This is an optimization exercise on Yosys and OpenROAD, whose aim is small area, a short achievable clock period and few clock cycles per item, not a production implementation. Only simulation tests tie the RTL to the original design; equivalence was not proved. No driver is modelled on the clock port, so clock power and skew are understated where the tree is cut down; a real chip needs a root buffer or a tree.

// SquareRoot
module SquareRoot(outdata,checkflag,clk,rst,start,indata);
 input wire clk;
 input wire rst;
 input wire start;
 input wire [31:0] indata;
 output reg [15:0] outdata;    
 output reg checkflag;
 reg [27:0] x;       
 reg [15:0] r;       
 reg        neg;     
 reg [3:0]  cnt;     
 wire go = start & (cnt == 4'd0);
 wire [17:0] sum = {r, x[27:26]} + {outdata ^ {16{~neg}}, 2'b11};
 reg [2:0] r0;       
 reg       n0;       
 reg [1:0] q0;
 always @(*) begin
    case (indata[31:28])
    4'd0:  begin r0 = 3'b111; n0 = 1'b1; q0 = 2'd0; end
    4'd1:  begin r0 = 3'd0;   n0 = 1'b0; q0 = 2'd1; end
    4'd2:  begin r0 = 3'd1;   n0 = 1'b0; q0 = 2'd1; end
    4'd3:  begin r0 = 3'd2;   n0 = 1'b0; q0 = 2'd1; end
    4'd4:  begin r0 = 3'b011; n0 = 1'b1; q0 = 2'd2; end
    4'd5:  begin r0 = 3'b100; n0 = 1'b1; q0 = 2'd2; end
    4'd6:  begin r0 = 3'b101; n0 = 1'b1; q0 = 2'd2; end
    4'd7:  begin r0 = 3'b110; n0 = 1'b1; q0 = 2'd2; end
    4'd8:  begin r0 = 3'b111; n0 = 1'b1; q0 = 2'd2; end
    4'd9:  begin r0 = 3'd0;   n0 = 1'b0; q0 = 2'd3; end
    4'd10: begin r0 = 3'd1;   n0 = 1'b0; q0 = 2'd3; end
    4'd11: begin r0 = 3'd2;   n0 = 1'b0; q0 = 2'd3; end
    4'd12: begin r0 = 3'd3;   n0 = 1'b0; q0 = 2'd3; end
    4'd13: begin r0 = 3'd4;   n0 = 1'b0; q0 = 2'd3; end
    4'd14: begin r0 = 3'd5;   n0 = 1'b0; q0 = 2'd3; end
    default: begin r0 = 3'd6; n0 = 1'b0; q0 = 2'd3; end
    endcase
 end
 always @(posedge clk) begin
    if (cnt == 4'd0) begin
        x   <= indata[27:0];
        r   <= {{13{n0}}, r0};
        neg <= n0;
    end else begin
        x   <= {x[25:0], 2'b00};
        r   <= sum[15:0];
        neg <= sum[17];
    end
 end
 always @(posedge clk) begin
    if (cnt != 4'd0)
        outdata <= {outdata[14:0], ~sum[17]};
    else if (start)
  ...
Size in the first run: about 360 cells after synthesis, ~52 I/O pins, ~0.0032 sq mm of cells after synthesis.
Settings: LEC_CHECK=0, CAP_MARGIN=20, CORE_MARGIN=2, CORE_UTILIZATION=75, SETUP_SLACK_MARGIN=5, SLEW_MARGIN=20; clock period 8.5 ns.
standard.sh (not shown) runs the stock make flow with config.mk's settings and CLKGATE_MAP_FILE= SYNTH_SCRIPT=/design/flow/synth_recipe.tcl, a recipe that flattens the netlist after the stock synthesis.
==> flow/flow/run.sh <==
#!/bin/bash
set -euo pipefail
MARGIN=$(cat flow/margin.txt)
bash standard.sh "BUFFER_PORTS_ARGS=-buffer_cell sky130_fd_sc_hd__buf_1" \
  "SETUP_SLACK_MARGIN=$MARGIN" finish > standard.log 2>&1
==> flow/flow/margin.txt <==
5.8
Testbench counts at the start, summed over its fixed seeds: cycles 30,720, ops 2,048.
Change:
==> flow/flow/run.sh (replaced) <==
#!/bin/bash
set -euo pipefail
MARGIN=$(cat flow/margin.txt)
bash standard.sh "BUFFER_PORTS_ARGS=-buffer_cell sky130_fd_sc_hd__buf_2" \
  "SETUP_SLACK_MARGIN=$MARGIN" finish > standard.log 2>&1
==> flow/flow/margin.txt (replaced) <==
6.0
- CORE_UTILIZATION: 75 -> 60
Result: The new run went through all stages and came out clean; die area came out higher by 23%; via count came out lower by 2.1%; register-to-register slack is better by 40 ps; design area goes up by 7.2%; clock skew is about the same.
Change:
==> flow/run.sh (new file) <==
#!/bin/bash
# synth_recipe.tcl (not shown) runs the flow's synth.tcl, then flattens the netlist and writes it again
# the make line also repeats each setting of config.mk as NAME=value (left out here)
make -C /OpenROAD-flow-scripts/flow DESIGN_CONFIG=/design/flow/config.mk WORK_HOME=/design/flow/orfs CLKGATE_MAP_FILE= SYNTH_SCRIPT=/design/flow/synth_recipe.tcl finish
removed: flow/flow/run.sh
removed: flow/flow/margin.txt
removed: flow/standard.sh
The new run passed the timing, DRC and antenna checks. Critical path depth grows by 7. Routed wire length shrinks by 4.0%. Via count shrinks by 2.0%. Final cell count shrinks by 4.8%. Final area shrinks by 0.38%. Flip-flop and latch count does not change.
Change:
==> flow/flow/run.sh (new file) <==
#!/bin/bash
set -euo pipefail
MARGIN=$(cat flow/margin.txt)
bash standard.sh "BUFFER_PORTS_ARGS=-buffer_cell sky130_fd_sc_hd__buf_2" \
  "SETUP_SLACK_MARGIN=$MARGIN" finish > standard.log 2>&1
==> flow/flow/margin.txt (new file) <==
5.8
==> flow/standard.sh (new file) <==
#!/bin/bash
# synth_recipe.tcl (not shown) runs the flow's synth.tcl, then flattens the netlist and writes it again
# the make line also repeats each setting of config.mk as NAME=value (left out here)
make -C /OpenROAD-flow-scripts/flow DESIGN_CONFIG=/design/flow/config.mk WORK_HOME=/design/flow/orfs CLKGATE_MAP_FILE= SYNTH_SCRIPT=/design/flow/synth_recipe.tcl "${@:-finish}"
removed: flow/run.sh
Outcome: The new run produced a clean layout; worst setup slack is better by 640 ps; count of clock-buffer cells in the layout is higher by 1; global-route usage barely changes; non-clock buffer count is higher by 2; cell count is higher by 0.42%; wire length is higher by 3.6%; core utilization is lower by 3.7 points; synthesized cell count is unchanged; register-to-register slack is better by 490 ps.

SquareRoot, a different RTL version from the one above (not shown whole).
Size: ~350 cells after synthesis, ~57 flip-flops, roughly 52 I/O pins.
export LEC_CHECK = 0
export ABC_AREA = 1
export CAP_MARGIN = 20
export CORE_MARGIN = 2
export CORE_UTILIZATION = 55
export SETUP_SLACK_MARGIN = 5
export SLEW_MARGIN = 20
create_clock -name core_clock -period 8.5 [get_ports {clk}]
==> flow/flow/run.sh <==
#!/bin/bash
set -euo pipefail
MARGIN=$(cat flow/margin.txt)
export PRE_CTS_TCL="$PWD/flow/pre_cts.tcl"
bash standard.sh "SYNTH_SCRIPT=$PWD/flow/synth.tcl" \
  "BUFFER_PORTS_ARGS=-buffer_cell sky130_fd_sc_hd__buf_1" \
  "SETUP_SLACK_MARGIN=$MARGIN" "PRE_CTS_TCL=$PRE_CTS_TCL" finish > standard.log 2>&1
==> flow/flow/abc.script <==
strash
dch -f
map -a
topo
stime -c
buffer -c
upsize -c
dnsize -c
==> flow/flow/margin.txt <==
5.9
==> flow/flow/synth.tcl <==
# The standard synthesis (synth_recipe.tcl, which keeps the registers and
# their names), with ABC given flow/abc.script instead of ORFS's script.
set ::own_abc_script [file join [file dirname [file normalize [info script]]] abc.script]
proc abc {args} {
  set i [lsearch -exact $args -script]
  if {$i >= 0} { lset args [expr {$i + 1}] $::own_abc_script }
  yosys abc {*}$args
}
source [file join [file dirname [file dirname [file normalize [info script]]]] synth_recipe.tcl]
Other scripts of this flow, unchanged in this note and not shown: flow/flow/pre_cts.tcl
Testbench counts at the start, summed over its fixed seeds: cycles 30,720, ops 2,048.
Then changed:
==> flow/flow/run.sh (replaced) <==
#!/bin/bash
set -euo pipefail
MARGIN=$(cat flow/margin.txt)
export PRE_CTS_TCL="$PWD/flow/pre_cts.tcl"
bash standard.sh "BUFFER_PORTS_ARGS=-buffer_cell sky130_fd_sc_hd__buf_1" \
  "SETUP_SLACK_MARGIN=$MARGIN" "PRE_CTS_TCL=$PRE_CTS_TCL" finish > standard.log 2>&1
==> flow/flow/margin.txt (replaced) <==
6.0
ABC_AREA = unset   (was 1)
CORE_UTILIZATION = 75   (was 55)
removed: flow/flow/abc.script
removed: flow/flow/synth.tcl
The new run finished with timing, DRC and antenna clean.
Routed wire length rises by 9.3%.
Via count rises by 4.7%.
Register-to-register slack got worse by 70 ps.
Area after synthesis rises by 8.1%.
Synthesized cell count falls by 8.8%.
Cell area rises by 6.2%.
Setup slack improved by 53 ps.
Fmax rises by 2.1%.
Then changed:
==> flow/flow/run.sh (replaced) <==
#!/bin/bash
set -euo pipefail
MARGIN=$(cat flow/margin.txt)
export PRE_CTS_TCL="$PWD/flow/pre_cts.tcl"
bash standard.sh "SYNTH_SCRIPT=$PWD/flow/synth.tcl" \
  "BUFFER_PORTS_ARGS=-buffer_cell sky130_fd_sc_hd__buf_1" \
  "SETUP_SLACK_MARGIN=$MARGIN" "PRE_CTS_TCL=$PRE_CTS_TCL" finish > standard.log 2>&1
==> flow/flow/abc.script (new file) <==
strash
dch -f
map -a
topo
stime -c
buffer -c
upsize -c
dnsize -c
==> flow/flow/margin.txt (replaced) <==
6.2
==> flow/flow/synth.tcl (new file) <==
# The standard synthesis (synth_recipe.tcl, which keeps the registers and
# their names), with ABC given flow/abc.script instead of ORFS's script.
set ::own_abc_script [file join [file dirname [file normalize [info script]]] abc.script]
proc abc {args} {
  set i [lsearch -exact $args -script]
  if {$i >= 0} { lset args [expr {$i + 1}] $::own_abc_script }
  yosys abc {*}$args
}
source [file join [file dirname [file dirname [file normalize [info script]]]] synth_recipe.tcl]
ABC_AREA = 1   (was unset)
CORE_UTILIZATION = 55   (was 75)
The new run produced a clean layout; wire length goes up by 8.2%; worst setup slack improved by 50 ps; worst hold slack degrades by 34 ps; sequential share of layout area went down by 2.6 points; fmax increases by 2.0%; critical path depth came out higher by 1; clock skew hardly moves; final area increases by about 10%; via count rose by 2.8%.
Then changed:
==> flow/flow/abc.script (replaced) <==
strash
dc2
dch -f
map -a
topo
stime -c
buffer -c
upsize -c
dnsize -c
==> flow/flow/margin.txt (replaced) <==
6.0
CORE_UTILIZATION = 65   (was 55)
Utilization went up by 13 points.
First-iteration DRC count went up by 130%.
Maximum frequency went down by 36%.
Design area went down by 2.5%.
Critical path depth went up by 24.
Then changed:
==> flow/flow/run.sh (replaced) <==
#!/bin/bash
set -euo pipefail
MARGIN=$(cat flow/margin.txt)
export PRE_CTS_TCL="$PWD/flow/pre_cts.tcl"
bash standard.sh "BUFFER_PORTS_ARGS=-buffer_cell sky130_fd_sc_hd__buf_1" \
  "SETUP_SLACK_MARGIN=$MARGIN" "PRE_CTS_TCL=$PRE_CTS_TCL" finish > standard.log 2>&1
==> flow/flow/margin.txt (replaced) <==
6.1
CORE_UTILIZATION = 75   (was 65)
removed: flow/flow/abc.script
removed: flow/flow/synth.tcl
Global-route usage goes down by 4.4 points.
Synthesized cell count went up by a quarter to a third.
Maximum frequency rises by well over a third.
Cell count went up by a few percent.
Design area shrinks by a few percent.
Via count is higher by a few percent.
Setup slack improved by 1300 ps.
Then changed:
==> flow/flow/run.sh (replaced) <==
#!/bin/bash
set -euo pipefail
MARGIN=$(cat flow/margin.txt)
export PRE_CTS_TCL="$PWD/flow/pre_cts.tcl"
bash standard.sh "SYNTH_SCRIPT=$PWD/flow/synth.tcl" \
  "BUFFER_PORTS_ARGS=-buffer_cell sky130_fd_sc_hd__buf_1" \
  "SETUP_SLACK_MARGIN=$MARGIN" "PRE_CTS_TCL=$PRE_CTS_TCL" finish > standard.log 2>&1
==> flow/flow/abc.script (new file) <==
strash
dch -f
map -a
topo
stime -c
buffer -c
upsize -c
dnsize -c
==> flow/flow/margin.txt (replaced) <==
6.0
==> flow/flow/synth.tcl (new file) <==
# The standard synthesis (synth_recipe.tcl, which keeps the registers and
# their names), with ABC given flow/abc.script instead of ORFS's script.
set ::own_abc_script [file join [file dirname [file normalize [info script]]] abc.script]
proc abc {args} {
  set i [lsearch -exact $args -script]
  if {$i >= 0} { lset args [expr {$i + 1}] $::own_abc_script }
  yosys abc {*}$args
}
source [file join [file dirname [file dirname [file normalize [info script]]]] synth_recipe.tcl]
CORE_UTILIZATION = 65   (was 75)
What happened: Hold slack is better by 12 ps. Global-route usage goes down by 8.6 points. Setup slack gets better by 41 ps. Via count fell by 22%. Area after synthesis came out lower by 6.4%. Routed wire length is lower by 26%. Die area grows by 7.5%. Final area went down by 5.8%. Maximum frequency is higher by 1.6%.
In every run of this note, the design's own scripts or RTL, not TritonCTS, make the clock network.

==> what the ideal ports hide <==
Ports are ideal in the flow. The routed layouts listed here were re-timed in OpenROAD.
Step 1 sets driving cells, clkbuf_16 on the clock port and buf_2 on the other inputs (assumed; they add their load-dependent delay and slew).
Step 2 adds t to the input delays and takes it off the output delays; t is the mean of the earliest and latest rising clock arrival at the registers after step 1. Input paths then give back, and output paths get back, about the clock's delay inside the block.
a / b / c = ideal / step 1 / step 2; a / b = the first two.
run	t, ns	slack for setup (ns)	latest minus earliest clock arrival (ns)
the first run of note 1	0.374	5.837 / 5.809 / 5.438	0.007 / 0.006
the second run of note 1	0.374	5.858 / 5.829 / 5.496	0.006 / 0.006
the third run of note 1	0.370	5.169 / 5.174 / 4.803	0.009 / 0.009
the fourth run of note 1	0.364	5.809 / 5.809 / 5.445	0.007 / 0.008
the first run of note 2	0.209	5.949 / 5.975 / 5.767	0.016 / 0.015
the second run of note 2	0.212	6.002 / 5.957 / 5.866	0.016 / 0.016
the third run of note 2	0.215	6.052 / 6.004 / 6.013	0.019 / 0.019
the fourth run of note 2	0.216	4.684 / 4.684 / 4.684	0.024 / 0.024
the fifth run of note 2	0.218	5.995 / 6.023 / 5.805	0.023 / 0.022
the sixth run of note 2	0.210	6.035 / 5.990 / 5.853	0.009 / 0.009
After both steps setup and hold are still met in every run listed. For the first run of note 1, which loses most, drivers alone change the setup slack by -0.028 ns; drivers and shift together by -0.399 ns.
